Context: an optimization exercise on an open-source flow, tuned for small area. The choices shown serve that exercise and are no tape-out recipe. At most, simulation tests tie the RTL to the original design; equivalence was not proved. No functional check of the RTL was part of runs 2, 4 and 5. Power figures rest on the tool's default switching activity, not on a simulated workload.

[config.mk]
export PLATFORM = sky130hd
export DESIGN_NAME = impl_top
export DESIGN_NICKNAME = impl_top
export VERILOG_FILES = /design/flow/design.v
export SDC_FILE = /design/flow/constraint.sdc
export NUM_CORES = 4
export LEC_CHECK = 0
export CAP_MARGIN = 20
export CORE_MARGIN = 2
export CORE_UTILIZATION = 65
export SLEW_MARGIN = 20
[constraint.sdc]
create_clock -name core_clock -period 10.0 [get_ports {clk}]
set_input_delay 2.0000 -clock core_clock [delete_from_list [all_inputs] [get_ports {clk}]]
set_output_delay 2.0000 -clock core_clock [all_outputs]
set_load 0.01 [all_outputs]
[design.v]
module impl_top (
input               clk     ,
input               sw_0    ,
input   wire        uart_rxd,
output  wire        uart_txd,
output  wire [7:0]  led,
output  wire uart_rx_break,
output  wire uart_rx_valid,
output  wire uart_tx_busy,
output  wire uart_rx_fe,
output  wire uart_rx_pe,
output  wire [10:0] uart_rx_data,
output  wire [199:0] sbus_frame,
output  wire sbus_frame_valid
);
wire rst = !sw_0;
reg rxd_0, rxd_1;
always @(posedge clk) begin
    rxd_0 <= uart_rxd | rst;
    rxd_1 <= rxd_0;
end
reg [8:0] r_cnt;
reg [3:0] r_ph;
wire r_idle = r_ph == 4'd0;
wire r_stop = r_ph == 4'd13;
wire r_c500 = r_cnt == 9'd67;
wire r_c250 = r_cnt == 9'd358;
wire r_valid = r_stop && r_c250;
always @(posedge clk) begin
    if (r_idle || r_c500 || r_valid)
        r_cnt <= 9'd0;
    else
        r_cnt <= {r_cnt[7:0], ~(r_cnt[8] ^ r_cnt[4])};
end
wire r_adv = (r_idle && !rxd_1) || r_c500;
always @(posedge clk) begin
    if (rst || r_valid)
        r_ph <= 4'd0;
    else
        r_ph <= r_ph + r_adv;
end
reg [10:0] r_sr;
always @(posedge clk) begin
    if (r_c250 && !r_stop)
        r_sr <= {rxd_1, r_sr[10:1]};
end
reg r_sel;
always @(posedge clk) begin
    r_sel <= r_stop && r_cnt != 9'd0;
end
reg seen;
always @(posedge clk) begin
    if (rst)
        seen <= 1'b0;
    else if (r_valid)
        seen <= 1'b1;
end
reg [7:0] d_lo;      
reg [2:0] d_hi;
always @(posedge clk) begin
    if (rst)
        d_lo <= 8'hF0;
    else if (r_valid)
        d_lo <= r_sr[7:0];
end
always @(posedge clk) begin
    if (r_valid)
        d_hi <= r_sr[10:8];
end
wire [10:0] d_reg = {d_hi, d_lo};
assign uart_rx_data = r_sel ? r_sr
                            : {d_reg[10:4] & {7{seen}}, d_reg[3:0]};
assign led = d_reg[7:0];
assign uart_rx_valid = r_valid;
assign uart_rx_break = r_valid && ~|r_sr;
assign uart_rx_pe = ^uart_rx_data[8:0];
assign uart_rx_fe = ~&uart_rx_data[10:9];
reg [8:0] t_cnt;
reg [3:0] t_ph;
wire t_idle = t_ph == 4'd0;
wire t_c500 = t_cnt == 9'd67;
always @(posedge clk) begin
    if (t_c500)
        t_cnt <= 9'd0;
    else
        t_cnt <= t_idle ? {7'd0, seen, seen} : {t_cnt[7:0], ~(t_cnt[8] ^ t_cnt[4])};
end
wire t_tail = t_ph == 4'd13;
wire t_adv = (t_idle && r_valid) || t_c500;
always @(posedge clk) begin
    if (rst || (t_tail && t_cnt[0]))
        t_ph <= 4'd0;
    else
        t_ph <= t_ph + t_adv;
end
reg t_bit;
always @(*) begin
    case (t_ph)
        4'd2 : t_bit = d_reg[0];
        4'd3 : t_bit = d_reg[1];
        4'd4 : t_bit = d_reg[2];
        4'd5 : t_bit = d_reg[3];
        4'd6 : t_bit = d_reg[4];
        4'd7 : t_bit = d_reg[5];
        4'd8 : t_bit = d_reg[6];
        4'd9 : t_bit = d_reg[7];
        4'd10: t_bit = d_reg[8];
        4'd11: t_bit = d_reg[9];
        4'd12: t_bit = d_reg[10];
        4'd13: t_bit = d_reg[10] | t_cnt[0];
        4'd1 : t_bit = 1'b0;
        default: t_bit = 1'b1;
    endcase
end
reg txd_reg;
always @(posedge clk) begin
    txd_reg <= t_bit;
end
assign uart_txd = txd_reg;
assign uart_tx_busy = !t_idle;
wire [183:0] w_n;     
reg         w_hdr;    
reg [183:0] f_n;      
reg         f_cap;    
reg         f_vld_n;
wire [7:0] w_in_n = ~{d_reg[7:1], d_reg[0] | !seen};
reg [22:0]  w0_n;     
reg [160:0] wx_n;     
always @(posedge clk or negedge sw_0) begin
    if (!sw_0)
        w0_n <= 23'd0;
    else if (r_valid)
        w0_n <= {w_in_n[0], w0_n[22:1]};
end
always @(posedge clk) begin
    if (r_valid)
        wx_n <= {w_in_n[7:1], wx_n[160:7]};
end
genvar k;
generate
    for (k = 0; k < 23; k = k + 1) begin : g_win
        assign w_n[8*k+7:8*k] = {wx_n[7*k+6:7*k], w0_n[k]};
    end
endgenerate
always @(posedge clk) begin
    if (rst)
        w_hdr <= 1'b0;
    else if (r_valid)
        w_hdr <= w_n[7:0] == 8'h0F;
end
wire match = w_hdr && d_reg[7:0] == 8'h00;
always @(posedge clk) begin
    if (match)
        f_n <= w_n;
end
always @(posedge clk) begin
    if (rst)
        f_cap <= 1'b0;
    else
        f_cap <= f_cap | match;
end
always @(posedge clk) begin
    f_vld_n <= !match;
end
assign sbus_frame = {{8{!f_cap}}, ~(f_n & {184{f_cap}}), 4'hF, {4{!f_cap}}};
assign sbus_frame_valid = f_vld_n;
endmodule
[flow/run.sh]
#!/bin/bash
# The standard ORFS flow (the standard.sh, standard synthesis unchanged)
# with two changes: port buffers use the smallest buffer cell, and the clock
# tree is built from clkbuf_4 cells in small sink clusters, without dummy loads.
set -euo pipefail
bash standard.sh \
  "BUFFER_PORTS_ARGS=-buffer_cell sky130_fd_sc_hd__buf_1" \
  "CTS_ARGS=-sink_clustering_enable -repair_clock_nets -dont_use_dummy_load -buf_list sky130_fd_sc_hd__clkbuf_4 -sink_clustering_size 10 -sink_clustering_max_diameter 60" \
  finish > flow.log 2>&1
[standard.sh]
#!/bin/bash
# synth_recipe.tcl (not shown) runs the flow's synth.tcl, then flattens the netlist and writes it again
# the make line also repeats each setting of config.mk as NAME=value (left out here)
make -C /OpenROAD-flow-scripts/flow DESIGN_CONFIG=/design/flow/config.mk WORK_HOME=/design/flow/orfs CLKGATE_MAP_FILE= SYNTH_SCRIPT=/design/flow/synth_recipe.tcl "${@:-finish}"
==> results by group, run 1 <==
Floorplanning
  • Starting Density: 66.2%
  • DIE WIDTH: 153 µm
  • Row count: 54
  • Top-level I/O count: 229
  • Die footprint: around 23000 µm²
  • Die Span Y: 153 µm
  • Core area: 21800 µm²

Hold path
  • Hold path depth: 0
  • Hold Path End: rxd_1
  • Min-delay src: rxd_0
  • Worst min path class: reg -> reg

Timing
  • Crit share post-route: 48.4%
  • Clock skew: 52.7 ps
  • Final setup fails: 0
  • Fmax: 207 MHz
  • Least-Margin Pin Slew: between 1000 and 1500 ps
  • RSZ-0062 raised after global routing: false
  • Final-report max-slew violation count: 0
  • Min Tclk post-route: 4840 ps
  • Max_slew headroom: a little under a third
  • TNS Setup: 0 ps
  • Final Hold Vio Count: 0

Placement
  • Port Buffer Count: 224
  • Final Wtd Congestion: 0.842
  • Dpl hpwl: 15200 µm

Final layout
  • Largest regs: f_n: 184 flops, wx_n: 161 flops, w0_n: 23 flops
  • Max reg flops: 184
  • Largest Register: f_n
  • Area grow syn2layout: 9.74%
  • FF/Latch Area: 12200 µm²
  • Filler Cells Inserted: 1386
  • Final #Nets: 1134
  • Share of cells above drive strength 1: 6.04%
  • Multi-input logic area: 1990 µm²

CTS
  • CTS Buffer Depth: 3
  • Clock tree from TritonCTS: yes
  • H-tree Lvls: 2
  • CTS root buf: clkbuf_4
  • Clk pin slew, worst setup/hold paths: 100 ps
  • Worst-Skew Late Latency: 670 ps
  • Hold buffer count at CTS: 0
  • TritonCTS buffer count: 48
  • # Post-CTS Setup Buffers: 0
  • # clock sinks: 424
  • # resized after CTS: 0

Synthesis
  • Post-Synthesis Cells: between 800 and 900
  • Synthesized cell area: ~14000 µm²
  • Mux contribution to synthesized area: 0.364%
  • Leading area contributor after synthesis: edfxtp_1
  • Most frequent cell after synthesis: edfxtp_1
  • Yosys warns: 1
  • Seq cells post-synth: approximately 420
  • Predominant post-synthesis flop cell: edfxtp_1
  • Synth top area share: 74.6%
  • Most frequent cells after synthesis: 359 x edfxtp_1, 288 x nand2_1, 42 x dfxtp_1, 28 x clkbuf_1, 23 x dfrtp_1
  • XOR/XNOR Fraction of Synth Area: 0.953%
  • Mean area per synthesized cell: 16.2 µm²
  • Post-synth EDFFs: around 360
  • Sequential area share after synthesis: 84.4%
  • Synth Area in Compound Gates: between 1 and 1.5%
  • Post-synthesis simple-gate area fraction: between 10% and 20%
  • Synth Area in Adders: less than 1%
  • Ys async rst share: 5.42%
  • Synth area leaders: edfxtp_1 75%, nand2_1 7.5%, dfxtp_1 5.8%
  • Yosys cell types: 46
  • Largest family of logic cells by synthesized area: simple AND/OR/NAND/NOR gates

Power and ir drop
  • LEAKAGE: 4.40 nW
  • Worst vdd ir: 0.110 mV
  • Total power draw: approximately 2.6 mW
  • P per Cell Area: around 160 nW/µm²

Global route
  • GRT Residual Overflow: 0
  • First-pass GRT wire length: between 30000 and 40000 µm
  • Initial antenna violation count: 1
  • GRT Total Usage: around 21%
  • Vias in the first global route: 7211
  • Pin count of the biggest net entering global routing: about 110

Setup path
  • Kind of critical path: reg -> out
  • CP startpoint kind: flop
  • Arrival time worst endpoint: 2840 ps
  • Worst reg2reg path startpoint: d_lo[3]
  • Reg2Reg Capture Point: f_n[77]
  • CP Capture Type: output port
  • CP Max Fanout: 112
  • Req. time, crit path: 8000 ps
  • R2r setup slk: about 7000 ps
  • FF-to-FF path depth: 5

Detailed routing
  • Routed len/inst: 17.4 µm
  • Via count: 7438
  • Vias/cell: 5.29
  • Detailed-route DRC error count: 0
  • DR pass1 iterations: 7
  • Post-DRT Antenna Nets: 0
  • Total wire length: 24500 µm
  • Starting DRT DRC Count: approximately 690

Run
  • Max Cap Viol: 0

Outcome
  • Status: timing/DRC/antenna clean
[per-stage QoR]
step | std cells | instance area [µm²] | util (%) | hold slack [ps] | worst slack (ps)
finish | 1406 | 15800 | 72.6 | 338 | 5160
global placement | 1357 | 15500 | 71.0 | 312 | 5850
floorplan | 897 | 14500 | - | 310 | 2490
CTS | 1405 | 15800 | 72.6 | 344 | 5070
global route | 1406 | 15800 | 72.6 | 355 | 4890
detailed placement | 1357 | 15500 | 71.0 | 319 | 5790
[final cells by class]
cell class / count / share of cell area (%)
sequential: 424 / 77.0
multi-input combinational: 409 / 12.5
timing repair buffer: 232 / 5.69
clock buffer: 48 / 2.27
tap: 280 / 2.21
inverter: 12 / 0.284
antenna: 1 / 0.0158
[logic make-up after synthesis]
family	count (synthesis)
flops	424
mux	5
fa+ha+maj	4
simple gates	354
xor+xnor	11
other cells	1
buf+inv	64
compound gates	31
[placed cells by master, fill, tap and decap left out, types with 5 or more instances in the layout]
master / instances
a21oi_1: 8
clkbuf_4: 48
buf_1: 223
buf_4: 8
nor2_1: 8
xnor2_1: 5
o21ai_0: 12
nand2_1: 288
dfxtp_1: 41
and2_1: 16
dfrtp_1: 23
nor4_1: 5
inv_1: 12
nand3_1: 6
edfxtp_1: 359
[layer usage]
metal	vias to the layer above	GRT usage [%]	wire length, µm
li1	3583	-	-
met1	3573	29.9	10700
met2	249	32.8	11800
met3	33	4.51	1540
met4	0	5.86	382
met5	-	0	0
[worst max-delay path, stage by stage (launching register included)]
cell and delay (ps):
dfxtp_4 860, buf_4 850, nand2_1 190, buf_1 190
[worst max-delay path by stage]
stage | from | to | slack (ps)
after detailed placement | f_cap | sbus_frame[112] | 5790
after global placement | f_cap | sbus_frame[143] | 5850
after global routing | f_cap | sbus_frame[143] | 4890
final | f_cap | sbus_frame[143] | 5160
after CTS | f_cap | sbus_frame[112] | 5070
after floorplan | r_cnt[0] | uart_rx_break | 2490
[report_power, final]
| group | leakage [nW] | total, mW | switching, mW | internal [mW] |
|---|---|---|---|---|
| sequential | 3.23 | 1.89 | 0.00135 | 1.89 |
| clock | 0.221 | 0.695 | 0.473 | 0.222 |
| combinational | 0.957 | 0.00913 | 0.00621 | 0.00292 |
==> run 2: changes to the inputs <==
--- a/design.v
+++ b/design.v
@@ -128,4 +128,4 @@
 reg [160:0] wx_n;     
-always @(posedge clk or negedge sw_0) begin
-    if (!sw_0)
+always @(posedge clk) begin
+    if (rst)
         w0_n <= 23'd0;
==> flow/run.sh (replaced) <==
#!/bin/bash
# The standard flow (standard.sh) with three changes:
#  - after the standard synthesis (unchanged, so every register keeps its
#    name and cell), the combinational cells are mapped again by ABC with an
#    area-oriented script (resyn.log); the flip-flops are not touched;
#  - port buffers use the smallest buffer cell;
#  - the clock tree is built from clkbuf_4 cells in small sink clusters,
#    without dummy loads.
set -euo pipefail
KNOBS=(
  "BUFFER_PORTS_ARGS=-buffer_cell sky130_fd_sc_hd__buf_1"
  "CTS_ARGS=-sink_clustering_enable -repair_clock_nets -dont_use_dummy_load -buf_list sky130_fd_sc_hd__clkbuf_4 -sink_clustering_size 10 -sink_clustering_max_diameter 60"
)
bash standard.sh "${KNOBS[@]}" synth > flow_synth.log 2>&1

RES=orfs/results/$FLOW_PLATFORM/impl_top/base
LIB=$FLOW_HOME/platforms/$FLOW_PLATFORM/lib/sky130_fd_sc_hd__tt_025C_1v80.lib
YOSYS=$(command -v yosys || echo "$FLOW_HOME/../tools/install/yosys/bin/yosys")
python3 flow/cellmodels.py "$LIB" cellmodels.v > cellmodels.log 2>&1
cp $RES/1_2_yosys.v 1_2_yosys_standard.v
cat > abc_area.script <<EOS
strash
dch -f
amap
topo
EOS
cat > resyn.ys <<EOS
read_liberty -lib $LIB
read_verilog 1_2_yosys_standard.v
hierarchy -top $FLOW_TOP
techmap -map cellmodels.v
opt -purge
techmap
opt -purge
abc -liberty $LIB -dont_use *lpflow* -dont_use *probe* -script abc_area.script
opt_clean -purge
hilomap -singleton -hicell sky130_fd_sc_hd__conb_1 HI -locell sky130_fd_sc_hd__conb_1 LO
insbuf -buf sky130_fd_sc_hd__buf_4 A X
check -assert -mapped
stat -liberty $LIB
write_verilog -noattr -nohex -nodec 1_2_yosys_resyn.v
EOS
"$YOSYS" -s resyn.ys > resyn.log 2>&1
cp 1_2_yosys_resyn.v $RES/1_2_yosys.v
rm -f $RES/1_synth.odb $RES/1_synth.sdc

bash standard.sh "${KNOBS[@]}" finish > flow.log 2>&1
==> flow/cellmodels.py (new file) <==
#!/usr/bin/env python3
"""Write Verilog models of the liberty's combinational cells (for yosys techmap).

usage: cellmodels.py LIBERTY OUT.v
Cells with a ff, latch or statetable group, or an output without a function,
are left out, so flip-flops stay as they are.
"""
import re
import sys

lib, out = sys.argv[1], sys.argv[2]
txt = open(lib).read()


def group_end(s, i):
    depth = 1
    while depth:
        c = s[i]
        if c == '{':
            depth += 1
        elif c == '}':
            depth -= 1
        i += 1
    return i


def conv(f):
    f = f.replace('!', '~').replace('+', '|').replace('*', '&')
    return re.sub(r'(\w+|\))\s+(?=[\w(~])', r'\1&', f)


mods = []
for m in re.finditer(r'\n\s*cell\s*\(\s*"?(\w+)"?\s*\)\s*\{', txt):
    name = m.group(1)
    body = txt[m.end():group_end(txt, m.end())]
    if re.search(r'\b(ff|latch|statetable)\s*\(', body):
        continue
    pins = []
    for pm in re.finditer(r'\n\s*pin\s*\(\s*"?(\w+)"?\s*\)\s*\{', body):
        pb = body[pm.end():group_end(body, pm.end())]
        d = re.search(r'direction\s*:\s*"?(\w+)"?', pb)
        f = re.search(r'\n\s*function\s*:\s*"([^"]*)"', pb)
        pins.append((pm.group(1), d.group(1) if d else None, f.group(1) if f else None))
    ins = [p for p in pins if p[1] == 'input']
    outs = [p for p in pins if p[1] == 'output']
    if not outs or any(p[2] is None for p in outs):
        continue
    s = 'module %s(%s);\n' % (name, ', '.join(p[0] for p in ins + outs))
    s += ''.join('  input %s;\n' % p[0] for p in ins)
    s += ''.join('  output %s;\n  assign %s = %s;\n' % (p[0], p[0], conv(p[2])) for p in outs)
    mods.append(s + 'endmodule\n')
open(out, 'w').write('\n'.join(mods))
print('%d cell models written to %s' % (len(mods), out))
==> results by group, run 2 <==
Detailed routing
  • DR pass1 iterations: 5
  • Routed len/inst: between 15 and 20 µm
  • Starting DRT DRC Count: 593
  • Total wire length: 23500 µm
  • Detailed-route DRC error count: 0
  • Post-DRT Antenna Nets: 0
  • Via count: around 7500
  • Vias/cell: roughly 5.4

Setup path
  • CP Capture Type: output port
  • CP Max Fanout: 14
  • Crit path max-delay family: simple AND/OR/NAND/NOR gates
  • Worst Setup EP: uart_rx_break
  • Worst reg2reg path startpoint: d_lo[3]
  • Crit path buf inv count: 3
  • Cell depth of the worst setup path: 8
  • Kind of critical path: reg -> out
  • Worst path slowest cell: dfxtp_1
  • Most used cell, CP: clkinv_1
  • Arrival time worst endpoint: 3040 ps
  • R2r setup slk: roughly 7000 ps
  • FF-to-FF path depth: 7
  • Critical Path Source: r_cnt[8]
  • Worst path cell trace: clkinv_1, nor4_1, nand3_1, nor3_4, clkinv_1, nor2_1, nor4b_1, buf_1
  • CP startpoint kind: flop
  • Max incr delay on CP: around 380 ps
  • Req. time, crit path: 8000 ps
  • Reg2Reg Capture Point: f_n[26]

Timing
  • Crit share post-route: 50.4%
  • Worst Setup Slack, final: 4960 ps
  • Final-report max-slew violation count: 0
  • Final hold slack: around 350 ps
  • Min Tclk post-route: 5040 ps
  • Fmax: 198 MHz
  • Final Hold Vio Count: 0
  • RSZ-0062 raised after global routing: false
  • Clock skew: ~74 ps
  • TNS Setup: 0 ps
  • Max_slew headroom: 30.6%
  • Final setup fails: 0
  • Least-Margin Pin Slew: 1040 ps

Final layout
  • FF/Latch Area: between 10000 and 15000 µm²
  • Final #Nets: 1122
  • Largest Register: f_n
  • Commonest non-fill, non-tap cells in the layout: 359 x edfxtp_1, 224 x buf_1, 197 x nand2_1
  • Commonest non-fill, non-tap cell in the layout: edfxtp_1
  • Cell area after layout: 15600 µm²
  • Largest regs: f_n: 184 flops, wx_n: 161 flops, w0_n: 23 flops
  • Share of cells above drive strength 1: under 10%
  • Filler Cells Inserted: approximately 1400
  • Max reg flops: roughly 180
  • Core Util, Final: 73.8%
  • Multi-input logic area: 1720 µm²
  • Area grow syn2layout: 11.0%

Placement
  • Dpl cell area: 15200 µm²
  • Dpl hpwl: 14400 µm
  • Placement Setup Slack: 5640 ps
  • Final Wtd Congestion: 0.942
  • Port Buffer Count: 224

CTS
  • Clk pin slew, worst setup/hold paths: between 100 and 150 ps
  • Clock tree from TritonCTS: yes
  • H-tree Lvls: 2
  • Hold buffer count at CTS: 0
  • Worst-Skew Late Latency: between 600 and 700 ps
  • # Post-CTS Setup Buffers: 0
  • TritonCTS buffer count: between 40 and 50
  • # clock sinks: 424
  • # resized after CTS: 0
  • CTS Buffer Depth: 3
  • CTS root buf: clkbuf_4

Floorplanning
  • Row count: 53
  • Core area: ~21000 µm²
  • Die footprint: 22800 µm²
  • Starting Density: around two thirds
  • Top-level I/O count: 229
  • Die Span Y: between 150 and 200 µm
  • DIE WIDTH: approximately 150 µm

Global route
  • Initial antenna violation count: 1
  • Pin count of the biggest net entering global routing: 194
  • First-pass GRT wire length: roughly 35000 µm
  • GRT Residual Overflow: 0
  • GRT Total Usage: 19.8%
  • Vias in the first global route: 6803

Hold path
  • Worst min path class: reg -> reg

Outcome
  • Status: timing/DRC/antenna clean

Synthesis
  • Synthesized cell area: 14100 µm²
  • Post-Synthesis Cells: 852
  • Yosys warns: 1
  • Mean area per synthesized cell: roughly 17 µm²

Run
  • Max Cap Viol: 0

Power and ir drop
  • LEAKAGE: 4.63 nW
  • Worst vdd ir: between 0.1 and 0.15 mV
  • P per Cell Area: 166 nW/µm²
[run 2: how the worst min path moves through the flow]
stage,from,to,slack (ps),cells past startpoint
final,rxd_0,rxd_1,350,0
after floorplan,rxd_0,rxd_1,310,0
after detailed placement,rxd_0,rxd_1,310,0
after global placement,rxd_0,rxd_1,310,0
after CTS,rxd_0,rxd_1,350,0
after global routing,rxd_0,rxd_1,370,0
[run 2: cell type report]
type / instances / area share, %
inverter: 46 / 1.14
antenna: 2 / 0.0321
multi-input combinational: 370 / 11.0
sequential: 424 / 77.4
clock buffer: 48 / 2.31
timing repair buffer: 229 / 5.84
tap: 275 / 2.20
[run 2: where the power goes]
part | leakage (nW) | internal (mW) | switching (mW) | total, mW
clock network | 0.221 | 0.221 | 0.474 | 0.696
logic | 0.654 | 0.00219 | 0.00649 | 0.00869
registers | 3.75 | 1.89 | 0.00103 | 1.89
[run 2: per-stage QoR]
step / std cells / total power, mW
after detailed placement: 1343 / 1.94
after global routing: 1393 / 2.69
after CTS: 1391 / 2.62
after global placement: 1343 / 1.94
after floorplan: 855 / 1.94
final: 1394 / 2.59
[run 2: per-layer routing]
layer / vias up / track usage (%) / share of wire (%)
met2: 286 / 31.4 / 48
met3: 48 / 4.31 / 7.0
met1: 3576 / 27.9 / 43
met5: - / 0 / 0
met4: 0 / 7.06 / 2.3
li1: 3637 / - / -
==> run 3: changes to the inputs <==
--- a/design.v
+++ b/design.v
@@ -128,4 +128,4 @@
 reg [160:0] wx_n;     
-always @(posedge clk) begin
-    if (rst)
+always @(posedge clk or negedge sw_0) begin
+    if (!sw_0)
         w0_n <= 23'd0;
==> results by group, run 3 <==
Outcome
  • Status: timing/DRC/antenna clean

Timing
  • RSZ-0062 raised after global routing: false
  • Min Tclk post-route: approximately 5000 ps
  • Clock skew: 47.5 ps
  • Crit share post-route: 50.5%
  • Final-report max-slew violation count: 0
  • TNS Setup: 0 ps
  • Final Hold Vio Count: 0
  • Fmax: 198 MHz
  • Worst Setup Slack, final: around 5000 ps
  • Final setup fails: 0
  • Least-Margin Pin Slew: around 940 ps
  • Max_slew headroom: 37.4%

Setup path
  • Worst path cell trace: clkinv_1, o22ai_1, clkinv_1, o22ai_1, nor2_1, a21oi_1, nor2_1, a21oi_1, xor2_1, buf_1
  • Worst reg2reg path startpoint: r_cnt[8]
  • Critical Path Source: r_sel
  • Req. time, crit path: 8000 ps
  • Worst path slowest cell: dfxtp_1
  • Kind of critical path: reg -> out
  • CP Max Fanout: 12
  • Arrival time worst endpoint: between 3000 and 4000 ps
  • FF-to-FF path depth: 8
  • Max incr delay on CP: ~570 ps
  • R2r setup slk: around 6500 ps
  • Worst Setup EP: uart_rx_pe
  • CP startpoint kind: flop
  • CP Capture Type: output port
  • Reg2Reg Capture Point: t_ph[3]

Synthesis
  • Mean area per synthesized cell: between 15 and 20 µm²
  • Synthesized cell area: 14100 µm²
  • Yosys warns: 1
  • Post-Synthesis Cells: 825

Global route
  • Pin count of the biggest net entering global routing: 182
  • GRT Residual Overflow: 0
  • Initial antenna violation count: 1
  • First-pass GRT wire length: roughly 34000 µm
  • GR Layer Usage met1: 29.1%
  • Most used routing layer: met2
  • Met3 Usage GRT: 3.92%
  • GR Util met2: 30.6%
  • Vias in the first global route: 6638
  • GRT Total Usage: 19.8%

Run
  • Max Cap Viol: 0

Final layout
  • Core Util, Final: 74.0%
  • Cell area after layout: 15600 µm²
  • Filler Cells Inserted: around 1300
  • Area grow syn2layout: 10.8%
  • Largest regs: f_n: 184 flops, wx_n: 161 flops, w0_n: 23 flops
  • Largest Register: f_n
  • Commonest non-fill, non-tap cells in the layout: 359 x edfxtp_1, 223 x buf_1, 190 x nand2_1
  • Commonest non-fill, non-tap cell in the layout: edfxtp_1
  • Share of cells above drive strength 1: 5.32%
  • Final #Nets: 1095
  • Max reg flops: 184

Detailed routing
  • Starting DRT DRC Count: 582
  • DR pass1 iterations: 4
  • Total wire length: 23100 µm
  • Post-DRT Antenna Nets: 0
  • Detailed-route DRC error count: 0
  • Via count: 7426
  • Vias/cell: 5.43
  • Routed len/inst: approximately 17 µm

Floorplanning
  • DIE WIDTH: 151 µm
  • Core area: 21200 µm²
  • Row count: 53
  • Die footprint: 22900 µm²
  • Die Span Y: 151 µm
  • Starting Density: 66.8%
  • Top-level I/O count: 229

Power and ir drop
  • Worst vdd ir: 0.118 mV
  • Gate power share: 0.5%
  • P per Cell Area: 166 nW/µm²
  • Psw: 481 µW
  • Internal cell power: 2.12 mW
  • Total power draw: 2.60 mW
  • Switching part of the total: 18.5%
  • Flop pwr share: 72.9%
  • Clock share of power: 26.6%
  • LEAKAGE: 4.76 nW

Placement
  • Dpl hpwl: approximately 14000 µm
  • Placement Setup Slack: about 5700 ps
  • Port Buffer Count: 224
  • Dpl cell area: 15300 µm²
  • Final Wtd Congestion: 0.911

CTS
  • Worst-Skew Late Latency: 640 ps
  • CTS Buffer Depth: 3
  • CTS root buf: clkbuf_4
  • Clk pin slew, worst setup/hold paths: about 110 ps
  • Clock tree from TritonCTS: yes
  • TritonCTS buffer count: between 40 and 50
  • H-tree Lvls: 2
  • # Post-CTS Setup Buffers: 0
  • # resized after CTS: 0
  • Hold buffer count at CTS: 0
  • # clock sinks: 424

Hold path
  • Worst min path class: reg -> reg
  • Hold path depth: 0
run 3: routing by layer:
layer / wire length [µm] / part of all wire, %
met1: 9920 / 43
met2: 11000 / 48
met4: 496 / 2.2
met5: 0 / 0
met3: 1640 / 7.1
run 3: how the worst min path moves through the flow:
stage	startpoint	end
3_3_place_gp	rxd_0	rxd_1
5_1_grt	rxd_0	rxd_1
6_report	rxd_0	rxd_1
3_5_place_dp	rxd_0	rxd_1
4_1_cts	rxd_0	rxd_1
2_1_floorplan	rxd_0	rxd_1
run 3: cell type report:
type                    instances  area, µm²  share of cell area [%]
flip-flops and latches        424      12200                    78.0
multi-input cells             346       1680                    10.7
repair buffers                229        892                    5.70
clock buffers                  48        360                    2.30
well taps                     275        344                    2.20
inverters                      43        169                    1.08
diodes                          2       5.00                  0.0320
run 3: power by group through the flow:
stage	clock [mW]	combinational [mW]	sequential, mW
3_5_place_dp	0	0.0136	1.94
2_1_floorplan	0	0.00994	1.94
4_1_cts	0.724	0.0137	1.90
6_report	0.691	0.0135	1.90
3_3_place_gp	0	0.0133	1.94
5_1_grt	0.793	0.0154	1.90
run 3: metrics by stage:
stage / hold slack, ps / instances
final: 339 / 1367
after global routing: 343 / 1367
after CTS: 338 / 1365
after detailed placement: 313 / 1317
after global placement: 314 / 1317
after floorplan: 310 / 828
run 3: worst max-delay path: cells and delay by family, from the launching register on:
kind | cells | cell delay [ps]
AOI/OAI and AO/OA | 4 | 860
xor gates and xnor gates | 1 | 160
buffers and inverters | 3 | 680
DFF | 1 | 570
and+or+nand+nor | 2 | 120
==> run 4: changes to the inputs <==
--- a/design.v
+++ b/design.v
@@ -120,15 +120,15 @@
 assign uart_tx_busy = !t_idle;
-wire [183:0] w_n;     
+wire [183:0] w;       
 reg         w_hdr;    
-reg [183:0] f_n;      
+reg [183:0] f;        
 reg         f_cap;    
 reg         f_vld_n;
-wire [7:0] w_in_n = ~{d_reg[7:1], d_reg[0] | !seen};
-reg [22:0]  w0_n;     
-reg [160:0] wx_n;     
-always @(posedge clk or negedge sw_0) begin
-    if (!sw_0)
-        w0_n <= 23'd0;
+wire [7:0] w_in = {d_reg[7:1], d_reg[0] | !seen};
+reg [22:0]  w0;       
+reg [160:0] wx;       
+always @(posedge clk) begin
+    if (rst)
+        w0 <= {23{1'b1}};
     else if (r_valid)
-        w0_n <= {w_in_n[0], w0_n[22:1]};
+        w0 <= {w_in[0], w0[22:1]};
 end
@@ -136,3 +136,3 @@
     if (r_valid)
-        wx_n <= {w_in_n[7:1], wx_n[160:7]};
+        wx <= {w_in[7:1], wx[160:7]};
 end
@@ -141,3 +141,3 @@
     for (k = 0; k < 23; k = k + 1) begin : g_win
-        assign w_n[8*k+7:8*k] = {wx_n[7*k+6:7*k], w0_n[k]};
+        assign w[8*k+7:8*k] = {wx[7*k+6:7*k], w0[k]};
     end
@@ -148,3 +148,3 @@
     else if (r_valid)
-        w_hdr <= w_n[7:0] == 8'h0F;
+        w_hdr <= w[7:0] == 8'hF0;
 end
@@ -152,4 +152,6 @@
 always @(posedge clk) begin
-    if (match)
-        f_n <= w_n;
+    if (rst)
+        f <= {184{1'b1}};
+    else if (match)
+        f <= w;
 end
@@ -164,3 +166,3 @@
 end
-assign sbus_frame = {{8{!f_cap}}, ~(f_n & {184{f_cap}}), 4'hF, {4{!f_cap}}};
+assign sbus_frame = {{8{!f_cap}}, f, 4'hF, {4{!f_cap}}};
 assign sbus_frame_valid = f_vld_n;
==> results by group, run 4 <==
Synthesis
  • Post-Synthesis Cells: 871
  • Synthesized cell area: 13500 µm²
  • Mean area per synthesized cell: 15.5 µm²
  • Yosys warns: 1

Placement
  • Port Buffer Count: 224
  • Placement Setup Slack: 5360 ps
  • Dpl hpwl: 16100 µm
  • Final Wtd Congestion: just under 0.9

Floorplanning
  • Top-level I/O count: 229
  • DIE WIDTH: 148 µm
  • Core area: between 20000 and 25000 µm²
  • Die footprint: 21900 µm²
  • Die Span Y: roughly 150 µm
  • Starting Density: 66.5%
  • Row count: 52

Final layout
  • Largest Register: f
  • Area grow syn2layout: 11.1%
  • Largest regs: f: 184 flops, wx: 161 flops, w0: 23 flops
  • Commonest non-fill, non-tap cell in the layout: dfxtp_1
  • Core Util, Final: 73.8%
  • Commonest non-fill, non-tap cells in the layout: 247 x dfxtp_1, 224 x buf_1, 180 x a221o_1
  • Max reg flops: 184
  • Filler Cells Inserted: about 1400
  • Share of cells above drive strength 1: 5.66%
  • Final #Nets: 1136

Power and ir drop
  • LEAKAGE: 4.83 nW
  • Switching part of the total: 20.2%
  • Flop pwr share: 70.9%
  • Total power draw: between 2 and 3 mW
  • P per Cell Area: 168 nW/µm²
  • Clock share of power: 28.2%
  • Internal cell power: 2.01 mW
  • Gate power share: 0.9%
  • Psw: 508 µW
  • Worst vdd ir: 0.123 mV

Timing
  • Min Tclk post-route: 5340 ps
  • Worst Setup Slack, final: 4660 ps
  • Clock skew: between 60 and 70 ps
  • Max_slew headroom: 24.1%
  • Crit share post-route: 53.4%
  • Final setup fails: 0
  • Fmax: 187 MHz
  • Least-Margin Pin Slew: 1140 ps
  • RSZ-0062 raised after global routing: false
  • Final Hold Vio Count: 0
  • Final-report max-slew violation count: 0

Global route
  • Pin count of the biggest net entering global routing: 102
  • Vias in the first global route: 8029
  • GRT Residual Overflow: 0
  • Initial antenna violation count: 1
  • GRT Total Usage: 24.1%
  • First-pass GRT wire length: 42800 µm

Setup path
  • Req. time, crit path: about 8000 ps
  • Critical Path Source: r_cnt[5]
  • R2r setup slk: about 6400 ps
  • Arrival time worst endpoint: roughly 3300 ps
  • CP startpoint kind: flop
  • FF-to-FF path depth: 7
  • Kind of critical path: reg -> out
  • Worst reg2reg path startpoint: r_cnt[5]
  • CP Max Fanout: 24
  • Worst Setup EP: uart_rx_break
  • Reg2Reg Capture Point: wx[78]
  • CP Capture Type: output port

Detailed routing
  • Post-DRT Antenna Nets: 0
  • DR pass1 iterations: 5
  • Starting DRT DRC Count: between 800 and 900
  • Routed len/inst: 19.4 µm
  • Vias/cell: around 6.2
  • Via count: slightly below 9000
  • Total wire length: ~27000 µm
  • Detailed-route DRC error count: 0

CTS
  • H-tree Lvls: 2
  • CTS root buf: clkbuf_4
  • Clk pin slew, worst setup/hold paths: 100 ps
  • CTS Buffer Depth: 3
  • Worst-Skew Late Latency: 710 ps
  • # clock sinks: 424
  • # Post-CTS Setup Buffers: 0
  • TritonCTS buffer count: between 40 and 50
  • Hold buffer count at CTS: 0
  • # resized after CTS: 0
  • Clock tree from TritonCTS: yes

Hold path
  • Worst min path class: reg -> reg
  • Hold path depth: 0

Run
  • Max Cap Viol: 0

Outcome
  • Status: timing/DRC/antenna clean
run 4: cell types whose count changed in the layout (fill, tap and decap cells not counted), moves of 5 or more:
cell	before	now
a221o_1	0	180
clkinv_1	42	55
dfrtp_1	23	0
dfxtp_1	41	247
edfxtp_1	359	175
nand2_1	190	21
nor3_1	12	6
nor4_1	1	6
o221ai_1	3	14
o22a_1	22	0
o22ai_1	11	20
run 4: cell type report:
cell class	count	area, µm²	share of cell area [%]
well taps	270	338	2.25
repair buffers	231	897	5.99
flip-flops and latches	424	10200	68.4
diodes	1	2.50	0.0167
clock buffers	48	360	2.40
inverters	59	234	1.56
multi-input cells	369	2910	19.4
run 4: metrics by stage:
stage          area, µm²  cells  setup TNS, ps  hold slack [ps]
2_1_floorplan      13500    874         -88310              310
3_3_place_gp       14600   1353              0              311
3_5_place_dp       14600   1353              0              332
4_1_cts            15000   1401              0              385
5_1_grt            15000   1402              0              411
6_report           15000   1402              0              386
run 4: routing by layer:
metal / GRT usage (%) / vias up / part of all wire, %
li1: - / 4067 / -
met1: 35.3 / 4271 / 44
met2: 36.7 / 320 / 46
met3: 5.00 / 62 / 7.4
met4: 8.14 / 0 / 2.5
met5: 0 / - / 0
run 4: how the worst min path moves through the flow:
stage / from / end / slack (ps)
floorplan: rxd_0 / rxd_1 / 310
global placement: rxd_0 / rxd_1 / 310
detailed placement: rxd_0 / rxd_1 / 330
CTS: t_cnt[2] / t_cnt[3] / 390
global route: wx[156] / wx[149] / 410
finish: rxd_0 / rxd_1 / 390
run 4: power groups by stage:
stage               clock network [mW]  logic [mW]  registers, mW
floorplan                            0      0.0145           1.83
finish                           0.710      0.0216           1.79
global route                     0.805      0.0236           1.79
global placement                     0      0.0217           1.83
CTS                              0.738      0.0217           1.79
detailed placement                   0      0.0216           1.83
run 4: worst max-delay path, cell delays in order (launching register included):
cell      delay (ps)
dfxtp_1          350
clkinv_1          80
nor3_1           180
nand3_1          170
or2_0            300
nor2_4           550
clkinv_1         510
nor4_1           340
buf_1            190
==> run 5: changes to the inputs <==
--- a/design.v
+++ b/design.v
@@ -43,3 +43,5 @@
 always @(posedge clk) begin
-    if (r_c250 && !r_stop)
+    if (r_idle)
+        r_sr <= 11'd0;
+    else if (r_c250 && !r_stop)
         r_sr <= {rxd_1, r_sr[10:1]};
@@ -57,17 +59,11 @@
 end
-reg [7:0] d_lo;      
-reg [2:0] d_hi;
+reg [10:0] d_reg;    
 always @(posedge clk) begin
     if (rst)
-        d_lo <= 8'hF0;
+        d_reg <= 11'h0F0;
     else if (r_valid)
-        d_lo <= r_sr[7:0];
+        d_reg <= r_sr;
 end
-always @(posedge clk) begin
-    if (r_valid)
-        d_hi <= r_sr[10:8];
-end
-wire [10:0] d_reg = {d_hi, d_lo};
 assign uart_rx_data = r_sel ? r_sr
-                            : {d_reg[10:4] & {7{seen}}, d_reg[3:0]};
+                            : {d_reg[10:8], d_reg[7:4] & {4{seen}}, d_reg[3:0]};
 assign led = d_reg[7:0];
@@ -120,3 +116,3 @@
 assign uart_tx_busy = !t_idle;
-wire [183:0] w;       
+reg  [183:0] w;       
 reg         w_hdr;    
@@ -126,20 +122,8 @@
 wire [7:0] w_in = {d_reg[7:1], d_reg[0] | !seen};
-reg [22:0]  w0;       
-reg [160:0] wx;       
 always @(posedge clk) begin
     if (rst)
-        w0 <= {23{1'b1}};
+        w <= {184{1'b1}};
     else if (r_valid)
-        w0 <= {w_in[0], w0[22:1]};
+        w <= {w_in, w[183:8]};
 end
-always @(posedge clk) begin
-    if (r_valid)
-        wx <= {w_in[7:1], wx[160:7]};
-end
-genvar k;
-generate
-    for (k = 0; k < 23; k = k + 1) begin : g_win
-        assign w[8*k+7:8*k] = {wx[7*k+6:7*k], w0[k]};
-    end
-endgenerate
 always @(posedge clk) begin
--- a/flow/run.sh
+++ b/flow/run.sh
@@ -3,4 +3,5 @@
 #  - after the standard synthesis (unchanged, so every register keeps its
-#    name and cell), the combinational cells are mapped again by ABC with an
-#    area-oriented script (resyn.log); the flip-flops are not touched;
+#    name and cell), the combinational cells are optimised again by ABC
+#    (deepsyn, then area-oriented mapping; resyn.log); the flip-flops are not
+#    touched;
 #  - port buffers use the smallest buffer cell;
@@ -22,2 +23,5 @@
 strash
+&get -n
+&deepsyn -T 30
+&put
 dch -f
==> results by group, run 5 <==
Outcome
  • Status: timing/DRC/antenna clean

Power and ir drop
  • Total power draw: about 2.4 mW
  • Worst vdd ir: 0.113 mV
  • LEAKAGE: 4.62 nW
  • P per Cell Area: 169 nW/µm²

Floorplanning
  • Starting Density: 66.3%
  • Die Span Y: 145 µm
  • Core area: 19500 µm²
  • Top-level I/O count: 229
  • Row count: 51
  • DIE WIDTH: 145 µm
  • Die footprint: around 21000 µm²

CTS
  • Hold buffer count at CTS: 0
  • # clock sinks: 424
  • CTS Buffer Depth: 3
  • # Post-CTS Setup Buffers: 0
  • CTS root buf: clkbuf_4
  • TritonCTS buffer count: 48
  • Clk pin slew, worst setup/hold paths: about 100 ps
  • Clock tree from TritonCTS: yes
  • Worst-Skew Late Latency: between 600 and 700 ps
  • H-tree Lvls: 2
  • # resized after CTS: 0

Final layout
  • Filler Cells Inserted: 1462
  • FF/Latch Area: 8490 µm²
  • Commonest non-fill, non-tap cells in the layout: 424 x dfxtp_1, 360 x o22a_1, 224 x buf_1
  • Largest regs: f: 184 flops, w: 184 flops
  • Cell area after layout: 14400 µm²
  • Commonest non-fill, non-tap cell in the layout: dfxtp_1
  • Share of cells above drive strength 1: 4.68%
  • Area grow syn2layout: 11.4%
  • Multi-input logic area: between 4000 and 5000 µm²
  • Non-filler cells, final: 1548
  • Final #Nets: around 1300

Synthesis
  • Post-Synthesis Cells: about 1000
  • Yosys warns: 1
  • Synthesized cell area: around 13000 µm²
  • Mean area per synthesized cell: 12.6 µm²

Timing
  • Clock skew: 50.7 ps
  • Final-report max-slew violation count: 0
  • Max_slew headroom: 32.9%
  • TNS Setup: 0 ps
  • Final setup fails: 0
  • Fmax: just over 200 MHz
  • Final Hold Vio Count: 0
  • Worst Setup Slack, final: just over 5000 ps
  • RSZ-0062 raised after global routing: false
  • Crit share post-route: 49.4%
  • Min Tclk post-route: 4940 ps
  • Least-Margin Pin Slew: ~1000 ps

Run
  • Max Cap Viol: 0

Placement
  • Final Wtd Congestion: around 0.91
  • Placed cells: 1499
  • Dpl cell area: 14000 µm²
  • Port Buffer Count: ~220
  • Dpl hpwl: 16800 µm
  • Placement Setup Slack: 5380 ps

Global route
  • First-pass GRT wire length: 41000 µm
  • Vias in the first global route: ~8300
  • GRT Residual Overflow: 0
  • Pin count of the biggest net entering global routing: 103
  • Initial antenna violation count: 1
  • GRT Total Usage: 24.2%

Setup path
  • Crit path max-delay family: simple AND/OR/NAND/NOR gates
  • Arrival time worst endpoint: ~2900 ps
  • Worst path slowest cell: nor4_1
  • Max incr delay on CP: 490 ps
  • R2r setup slk: 6390 ps
  • Kind of critical path: reg -> out
  • FF-to-FF path depth: 9
  • Cell depth of the worst setup path: 9
  • Req. time, crit path: approximately 8000 ps
  • CP Capture Type: output port
  • Crit path buf inv count: 3
  • Worst path cell trace: clkinv_1, nand2_1, nor4_1, nand4_1, nor4_1, clkinv_1, nor2_1, nor4b_1, buf_1
  • CP startpoint kind: flop
  • CP Max Fanout: 4

Detailed routing
  • DR pass1 iterations: 5
  • Post-DRT Antenna Nets: 0
  • Detailed-route DRC error count: 0
  • Routed len/inst: 17.1 µm
  • Starting DRT DRC Count: 484
  • Vias/cell: roughly 6.0
  • Via count: 9286
  • Total wire length: 26400 µm

Hold path
  • Worst min path class: reg -> reg
  • Hold path depth: 0
[run 5: routing by layer]
metal | part of all wire [%] | vias up | GRT usage (%)
met5 | 0 | - | 0
met1 | 45 | 4440 | 32.0
met3 | 5.9 | 41 | 4.87
met2 | 47 | 295 | 40.1
met4 | 2.1 | 0 | 8.12
li1 | - | 4510 | -
[run 5: per-stage QoR]
stage / hold WS [ps] / util, %
floorplan: 310 / -
global placement: 312 / 71.8
detailed placement: 315 / 72.0
CTS: 338 / 73.8
global route: 349 / 73.8
finish: 332 / 73.8
[run 5: power by group]
part           leakage (nW)  total [mW]  internal [mW]  switching (mW)
Combinational         0.964      0.0339        0.00331          0.0306
Sequential             3.43        1.69           1.69        0.000644
Clock                 0.221       0.702          0.222           0.480
[run 5: final cells by class]
cell class	instances	area share (%)
antenna	1	0.0174
sequential	424	59.1
multi-input combinational	529	28.3
tap	265	2.31
timing repair buffer	232	6.41
inverter	49	1.35
clock buffer	48	2.51
[run 5: worst paths after layout]
check | startpoint | end
min | rxd_0 | rxd_1
max | r_cnt[3] | uart_rx_break
min reg2reg | rxd_0 | rxd_1
max reg2reg | r_cnt[3] | w[77]
==> run 6: changes to the inputs <==
--- a/design.v
+++ b/design.v
@@ -43,5 +43,3 @@
 always @(posedge clk) begin
-    if (r_idle)
-        r_sr <= 11'd0;
-    else if (r_c250 && !r_stop)
+    if (r_c250 && !r_stop)
         r_sr <= {rxd_1, r_sr[10:1]};
--- a/config.mk
+++ b/config.mk
@@ -9,3 +9,3 @@
 export CORE_MARGIN = 2
-export CORE_UTILIZATION = 65
+export CORE_UTILIZATION = 75
 export SLEW_MARGIN = 20
==> results by group, run 6 <==
Final layout
  • Commonest non-fill, non-tap cells in the layout: 413 x dfxtp_1, 364 x o22a_1, 224 x buf_1
  • Final #Nets: approximately 1300
  • Multi-input logic area: 4030 µm²
  • Filler Cells Inserted: 1030
  • Commonest non-fill, non-tap cell in the layout: dfxtp_1
  • Share of cells above drive strength 1: 4.56%
  • FF/Latch Area: 8600 µm²
  • Largest regs: f: 184 flops, w: 184 flops
  • Area grow syn2layout: 10.8%

Setup path
  • Kind of critical path: reg -> out
  • Arrival time worst endpoint: 3020 ps
  • FF-to-FF path depth: 9
  • Crit path max-delay family: compound AO/OA/AOI/OAI gates
  • Worst reg2reg path startpoint: r_cnt[1]
  • Worst path cell trace: clkinv_1, o22ai_1, nor2_1, a21oi_1, nor2_1, a21oi_1, nand2_1, o21ai_0, nand2_1, o21ai_0, buf_1
  • CP startpoint kind: flop
  • R2r setup slk: 6440 ps
  • Req. time, crit path: 8000 ps
  • CP Max Fanout: 12
  • Reg2Reg Capture Point: w[96]
  • Crit path buf inv count: 2
  • Max incr delay on CP: ~580 ps
  • Worst path slowest cell: dfxtp_1
  • CP Capture Type: output port

Global route
  • Pin count of the biggest net entering global routing: 115
  • GRT Residual Overflow: 0
  • First-pass GRT wire length: 42900 µm
  • GRT Total Usage: 28.8%
  • Initial antenna violation count: 1
  • Vias in the first global route: 8671

Power and ir drop
  • P per Cell Area: 170 nW/µm²
  • LEAKAGE: 4.55 nW
  • Worst vdd ir: 0.131 mV
  • Total power draw: 2.44 mW

Outcome
  • Status: timing/DRC/antenna clean

Detailed routing
  • Via count: 9335
  • Vias/cell: between 6 and 7
  • Starting DRT DRC Count: 648
  • Detailed-route DRC error count: 0
  • Routed len/inst: 18.2 µm
  • DR pass1 iterations: 5
  • Post-DRT Antenna Nets: 0
  • Total wire length: approximately 27000 µm

CTS
  • TritonCTS buffer count: 48
  • # clock sinks: around 420
  • # resized after CTS: 0
  • Clk pin slew, worst setup/hold paths: about 100 ps
  • CTS root buf: clkbuf_4
  • Worst-Skew Late Latency: 690 ps
  • # Post-CTS Setup Buffers: 0
  • H-tree Lvls: 2
  • CTS Buffer Depth: 3
  • Clock tree from TritonCTS: yes
  • Hold buffer count at CTS: 0

Timing
  • TNS Setup: 0 ps
  • Min Tclk post-route: 5020 ps
  • RSZ-0062 raised after global routing: false
  • Clock skew: approximately 57 ps
  • Max_slew headroom: 29.8%
  • Final setup fails: 0
  • Crit share post-route: 50.2%
  • Final Hold Vio Count: 0
  • Final-report max-slew violation count: 0
  • Least-Margin Pin Slew: 1050 ps
  • Fmax: 199 MHz
  • Worst Setup Slack, final: 4980 ps

Placement
  • Final Wtd Congestion: 0.838
  • Placement Setup Slack: 5310 ps
  • Port Buffer Count: about 220
  • Dpl hpwl: around 17000 µm

Synthesis
  • Synthesized cell area: 12900 µm²
  • Post-Synthesis Cells: slightly above 1000
  • Yosys warns: 1
  • Mean area per synthesized cell: 12.8 µm²

Floorplanning
  • DIE WIDTH: 135 µm
  • Die footprint: 18300 µm²
  • Die Span Y: 135 µm
  • Core area: ~17000 µm²
  • Row count: 48
  • Top-level I/O count: 229
  • Starting Density: around 76%

Hold path
  • Hold path depth: 0
  • Hold Path End: rxd_1
  • Min-delay src: rxd_0
  • Worst min path class: reg -> reg

Run
  • Max Cap Viol: 0
## run 6: cell types whose count changed in the layout (fill, tap and decap cells not counted), sizes merged, moves of 2 or more
cell | previous run | this run
a21oi | 18 | 20
a22oi | 7 | 1
buf | 232 | 230
dfxtp | 424 | 413
edfxtp | 0 | 11
nand3 | 5 | 3
nor2 | 35 | 40
o21ai | 10 | 12
o22a | 360 | 364
o22ai | 29 | 16
xor2 | 2 | 0
## run 6: worst register-to-register path: stages (launching register included)
cell      delay, ps
dfxtp_1         370
nand2_1          80
nor4_1          250
nand4_1         160
nor4_1          340
clkinv_1        320
nor2_1          650
inv_6           380
buf_6           450
o22a_1          410
## run 6: layer usage
layer | vias up | track usage (%) | wire length, µm
li1 | 4448 | - | -
met1 | 4544 | 37.4 | 11700
met2 | 289 | 46.1 | 12700
met3 | 54 | 8.68 | 2010
met4 | 0 | 10.3 | 786
met5 | - | 0 | 0
## run 6: area by class of cell
type,count,share of cell area [%]
sequential,424,60.0
timing repair buffer,230,6.20
antenna,1,0.0175
multi-input combinational,522,28.1
tap,225,1.96
clock buffer,48,2.51
inverter,47,1.27
## run 6: worst max-delay path by stage
stage / from / cells after the start / endpoint
after floorplan: sw_0 / 3 / f_cap
after global placement: sw_0 / 6 / w[88]
after detailed placement: sw_0 / 6 / w[96]
after CTS: r_sel / 11 / uart_rx_pe
after global routing: r_sel / 11 / uart_rx_pe
final: r_sel / 11 / uart_rx_pe
## run 6: through the flow
step                hold WS [ps]  instances  util [%]  instance area (µm²)
global route                 408       1497      84.1                14300
CTS                          402       1496      84.0                14300
global placement             315       1448      81.9                14000
finish                       395       1497      84.1                14300
floorplan                    310       1016         -                13000
detailed placement           337       1448      81.9                14000
## run 6: report_power, final
part / internal [mW] / switching (mW)
Sequential: 1.69 / 0.000752
Clock: 0.222 / 0.485
Combinational: 0.00510 / 0.0282
==> run 7: changes to the inputs <==
--- a/config.mk
+++ b/config.mk
@@ -9,3 +9,3 @@
 export CORE_MARGIN = 2
-export CORE_UTILIZATION = 75
+export CORE_UTILIZATION = 50
 export SLEW_MARGIN = 20
==> results by group, run 7 <==
Run
  • Max Cap Viol: 0

Floorplanning
  • Starting Density: between 50% and 60%
  • Top-level I/O count: 229
  • Row count: 58
  • DIE WIDTH: roughly 160 µm
  • Die Span Y: 165 µm
  • Die footprint: 27200 µm²
  • Core area: 25300 µm²

Setup path
  • Crit path buf inv count: 2
  • Most used cell, CP: nor4_1
  • Crit path max-delay family: simple AND/OR/NAND/NOR gates
  • FF-to-FF path depth: 9
  • CP startpoint kind: flop
  • Worst path cell trace: nand2_1, nor4_1, nand4_1, nor4_1, clkinv_1, nor4_1, buf_1
  • R2r setup slk: 5790 ps
  • CP Max Fanout: 4
  • Kind of critical path: reg -> out
  • Req. time, crit path: 8000 ps
  • Worst reg2reg path startpoint: r_cnt[6]
  • Worst path slowest cell: nor4_1
  • CP Capture Type: output port
  • Arrival time worst endpoint: 3150 ps
  • Reg2Reg Capture Point: w[10]
  • Max incr delay on CP: about 670 ps

Hold path
  • Hold path depth: 0
  • Worst min path class: reg -> reg
  • Min-delay src: rxd_0
  • Hold Path End: rxd_1

Synthesis
  • Synthesized cell area: 12900 µm²
  • Yosys warns: 1
  • Mean area per synthesized cell: 12.8 µm²
  • Post-Synthesis Cells: 1013

Timing
  • Final-report max-slew violation count: 0
  • Crit share post-route: 51.5%
  • Least-Margin Pin Slew: roughly 1000 ps
  • Max_slew headroom: 31.2%
  • Min Tclk post-route: roughly 5100 ps
  • Final setup fails: 0
  • Fmax: 194 MHz
  • Final hold slack: 348 ps
  • Worst Setup Slack, final: 4850 ps
  • Clock skew: approximately 70 ps
  • Final Hold Vio Count: 0
  • RSZ-0062 raised after global routing: false
  • TNS Setup: 0 ps

Global route
  • GRT Residual Overflow: 0
  • Initial antenna violation count: 1
  • Pin count of the biggest net entering global routing: 106
  • Vias in the first global route: around 8000
  • First-pass GRT wire length: 43400 µm
  • GRT Total Usage: 19.7%

Detailed routing
  • Routed len/inst: between 15 and 20 µm
  • DR pass1 iterations: 4
  • Post-DRT Antenna Nets: 0
  • Starting DRT DRC Count: 440
  • Detailed-route DRC error count: 0
  • Vias/cell: roughly 5.6
  • Via count: 8998
  • Total wire length: approximately 28000 µm

Final layout
  • Core Util, Final: a little under three fifths
  • Final #Nets: roughly 1300
  • Largest regs: f: 184 flops, w: 184 flops
  • Non-filler cells, final: 1601
  • Commonest non-fill, non-tap cells in the layout: 413 x dfxtp_1, 364 x o22a_1, 224 x buf_1
  • Area grow syn2layout: 11.8%
  • Commonest non-fill, non-tap cell in the layout: dfxtp_1
  • Share of cells above drive strength 1: under 10%
  • Cell area after layout: around 14000 µm²

Power and ir drop
  • Worst vdd ir: between 0.1 and 0.15 mV
  • LEAKAGE: 4.55 nW
  • P per Cell Area: 169 nW/µm²
  • Total power draw: 2.44 mW

CTS
  • Hold buffer count at CTS: 0
  • # Post-CTS Setup Buffers: 0
  • CTS Buffer Depth: 3
  • CTS root buf: clkbuf_4
  • H-tree Lvls: 2
  • Clk pin slew, worst setup/hold paths: 100 ps
  • Worst-Skew Late Latency: between 600 and 700 ps
  • # resized after CTS: 0
  • Clock tree from TritonCTS: yes
  • # clock sinks: about 420
  • TritonCTS buffer count: 48

Placement
  • Dpl hpwl: 17000 µm
  • Final Wtd Congestion: 0.799
  • Placed cells: 1552
  • Port Buffer Count: 224
  • Dpl cell area: 14100 µm²
  • Placement Setup Slack: 5180 ps

Outcome
  • Status: timing/DRC/antenna clean
==> run 7: where the power goes <==
part / internal, mW / total, mW / switching [mW]
logic: 0.00510 / 0.0339 / 0.0288
clock network: 0.221 / 0.715 / 0.493
registers: 1.69 / 1.70 / 0.000689
==> run 7: how the worst max path moves through the flow <==
| stage | start | to | slack (ps) | depth (start not counted) |
|---|---|---|---|---|
| floorplan | sw_0 | f_cap | 2370 | 3 |
| global placement | sw_0 | w[94] | 5210 | 6 |
| detailed placement | sw_0 | w[102] | 5180 | 6 |
| CTS | r_cnt[6] | uart_rx_break | 4850 | 7 |
| global route | r_cnt[6] | uart_rx_break | 4610 | 7 |
| finish | r_cnt[6] | uart_rx_break | 4850 | 7 |
==> run 7: layer usage <==
layer	up-vias	wire (µm)	global-route usage (%)
met2	201	11900	29.8
met3	48	1870	5.68
met5	-	0	0
met1	4297	13200	27.3
li1	4452	-	-
met4	0	677	6.40
==> run 7: final cells by class <==
cell class                      count  area (µm²)
Multi-Input combinational cell    522        4030
Inverter                           47         181
Clock buffer                       48         360
Tap cell                          330         413
Fill cell                        2290       10900
Sequential cell                   424        8600
Timing Repair Buffer              229         882
Antenna cell                        1        2.50
==> run 8: changes to the inputs <==
--- a/config.mk
+++ b/config.mk
@@ -9,3 +9,3 @@
 export CORE_MARGIN = 2
-export CORE_UTILIZATION = 50
+export CORE_UTILIZATION = 65
 export SLEW_MARGIN = 20
==> results by group, run 8 <==
Outcome
  • Status: timing/DRC/antenna clean

Setup path
  • Kind of critical path: reg -> out
  • CP Max Fanout: 4
  • Max incr delay on CP: ~620 ps
  • CP Capture Type: output port
  • Most used cell, CP: nor4_1
  • Worst path cell trace: nand2_1, nor4_1, nand4_1, nor4_1, clkinv_1, nor4_1, buf_1
  • Crit path buf inv count: 2
  • Arrival time worst endpoint: 3080 ps
  • Crit path max-delay family: simple AND/OR/NAND/NOR gates
  • CP startpoint kind: flop
  • Worst path slowest cell: nor4_1
  • Req. time, crit path: 8000 ps

Final layout
  • Largest regs: f: 184 flops, w: 184 flops
  • Area grow syn2layout: 11.0%
  • Commonest non-fill, non-tap cell in the layout: dfxtp_1
  • Commonest non-fill, non-tap cells in the layout: 413 x dfxtp_1, 364 x o22a_1, 224 x buf_1
  • Final #Nets: 1274
  • Multi-input logic area: between 4000 and 5000 µm²
  • Share of cells above drive strength 1: 4.41%
  • Filler Cells Inserted: 1530
  • FF/Latch Area: about 8600 µm²
  • Core Util, Final: 73.6%

Global route
  • GRT Residual Overflow: 0
  • GRT Total Usage: roughly a quarter
  • First-pass GRT wire length: between 40000 and 50000 µm
  • Vias in the first global route: 8350
  • Pin count of the biggest net entering global routing: 105
  • Initial antenna violation count: 1

Floorplanning
  • Die footprint: 21100 µm²
  • Core area: 19500 µm²
  • Top-level I/O count: 229
  • Die Span Y: 145 µm
  • Row count: 51
  • Starting Density: 66.3%
  • DIE WIDTH: 145 µm

Detailed routing
  • DR pass1 iterations: 7
  • Vias/cell: 5.95
  • Routed len/inst: 17.0 µm
  • Total wire length: ~26000 µm
  • Via count: 9137
  • Detailed-route DRC error count: 0
  • Starting DRT DRC Count: between 500 and 600
  • Post-DRT Antenna Nets: 0

Synthesis
  • Post-Synthesis Cells: 1013
  • Synthesized cell area: 12900 µm²
  • Yosys warns: 1
  • Mean area per synthesized cell: 12.8 µm²

CTS
  • Clk pin slew, worst setup/hold paths: 100 ps
  • TritonCTS buffer count: 48
  • Clock tree from TritonCTS: yes
  • # clock sinks: 424
  • Worst-Skew Late Latency: 680 ps
  • # resized after CTS: 0
  • Hold buffer count at CTS: 0
  • H-tree Lvls: 2
  • # Post-CTS Setup Buffers: 0
  • CTS Buffer Depth: 3
  • CTS root buf: clkbuf_4

Timing
  • RSZ-0062 raised after global routing: false
  • TNS Setup: 0 ps
  • Max_slew headroom: 28.6%
  • Fmax: around 200 MHz
  • Final-report max-slew violation count: 0
  • Clock skew: 47.2 ps
  • Crit share post-route: 50.8%
  • Final setup fails: 0
  • Final Hold Vio Count: 0
  • Least-Margin Pin Slew: 1070 ps
  • Min Tclk post-route: 5080 ps

Placement
  • Final Wtd Congestion: a little over 0.8
  • Dpl hpwl: 16200 µm
  • Port Buffer Count: 224

Hold path
  • Worst min path class: reg -> reg

Power and ir drop
  • LEAKAGE: 4.54 nW
  • Worst vdd ir: around 0.13 mV
  • P per Cell Area: 170 nW/µm²

Run
  • Max Cap Viol: 0
-- run 8: layer usage --
layer | wire [µm] | global-route usage (%) | vias up
met5 | 0 | 0 | -
met4 | 515 | 6.47 | 0
met3 | 1870 | 7.01 | 49
met2 | 11800 | 37.1 | 248
met1 | 12000 | 32.4 | 4395
li1 | - | - | 4445
-- run 8: area by class of cell --
type                            count  share of cell area (%)
Inverter                           47                    1.26
Antenna cell                        1                  0.0174
Tap cell                          265                    2.31
Timing Repair Buffer              228                    6.06
Clock buffer                       48                    2.51
Sequential cell                   424                    59.8
Multi-Input combinational cell    522                    28.0
-- run 8: worst paths after layout --
path	slack [ps]	depth (start not counted)	to	startpoint
max reg2reg	5940	9	w[86]	r_cnt[1]
min	330	0	rxd_1	rxd_0
max	4920	7	uart_rx_break	r_cnt[1]
min reg2reg	330	0	rxd_1	rxd_0
-- run 8: metrics by stage --
stage               worst slack [ps]  total power, mW  instances  instance area [µm²]  hold slack (ps)
floorplan                       2370             1.76       1016                13000              310
global placement                5400             1.77       1486                14000              315
detailed placement              5270             1.77       1486                14000              314
CTS                             4920             2.46       1534                14400              331
global route                    4680             2.52       1535                14400              333
finish                          4920             2.44       1535                14400              329
-- run 8: where the power goes --
group	internal (mW)	leakage, nW	switching, mW
Sequential	1.69	3.46	0.000643
Clock	0.221	0.221	0.488
Combinational	0.00490	0.860	0.0282
Total	1.92	4.54	0.517

re-timing with driven ports:
The results above use ideal ports. As a check the final layouts listed here were re-extracted and re-timed, cells and wires unchanged. Step 1 (the two cells are an assumption about what drives the block):
set clk [get_ports {clk}]
set_driving_cell -lib_cell sky130_fd_sc_hd__clkbuf_16 $clk
set_driving_cell -lib_cell sky130_fd_sc_hd__buf_2 [delete_from_list [all_inputs] $clk]
Step 2 also shifts input and output timing later by t, the mid clock arrival at the registers, as if the neighbouring blocks saw the same clock. Slacks: ideal / step 1 / step 2; pairs: ideal / step 1.
run | shift t [ns] | slack for setup (ns) | worst setup path after step 2
run 1 | 0.677 | 5.163 / 5.121 / 5.799 | register to output
run 2 | 0.669 | 4.957 / 4.913 / 5.582 | register to output
run 3 | 0.664 | 4.948 / 4.905 / 5.569 | register to output
run 4 | 0.701 | 4.663 / 4.620 / 5.321 | register to output
run 5 | 0.685 | 5.059 / 5.015 / 5.250 | input to register
run 6 | 0.702 | 4.981 / 4.940 / 5.387 | input to register
run 7 | 0.683 | 4.853 / 4.811 / 5.089 | input to register
run 8 | 0.695 | 4.918 / 4.877 / 5.199 | input to register
After both steps every run listed still meets setup and hold.
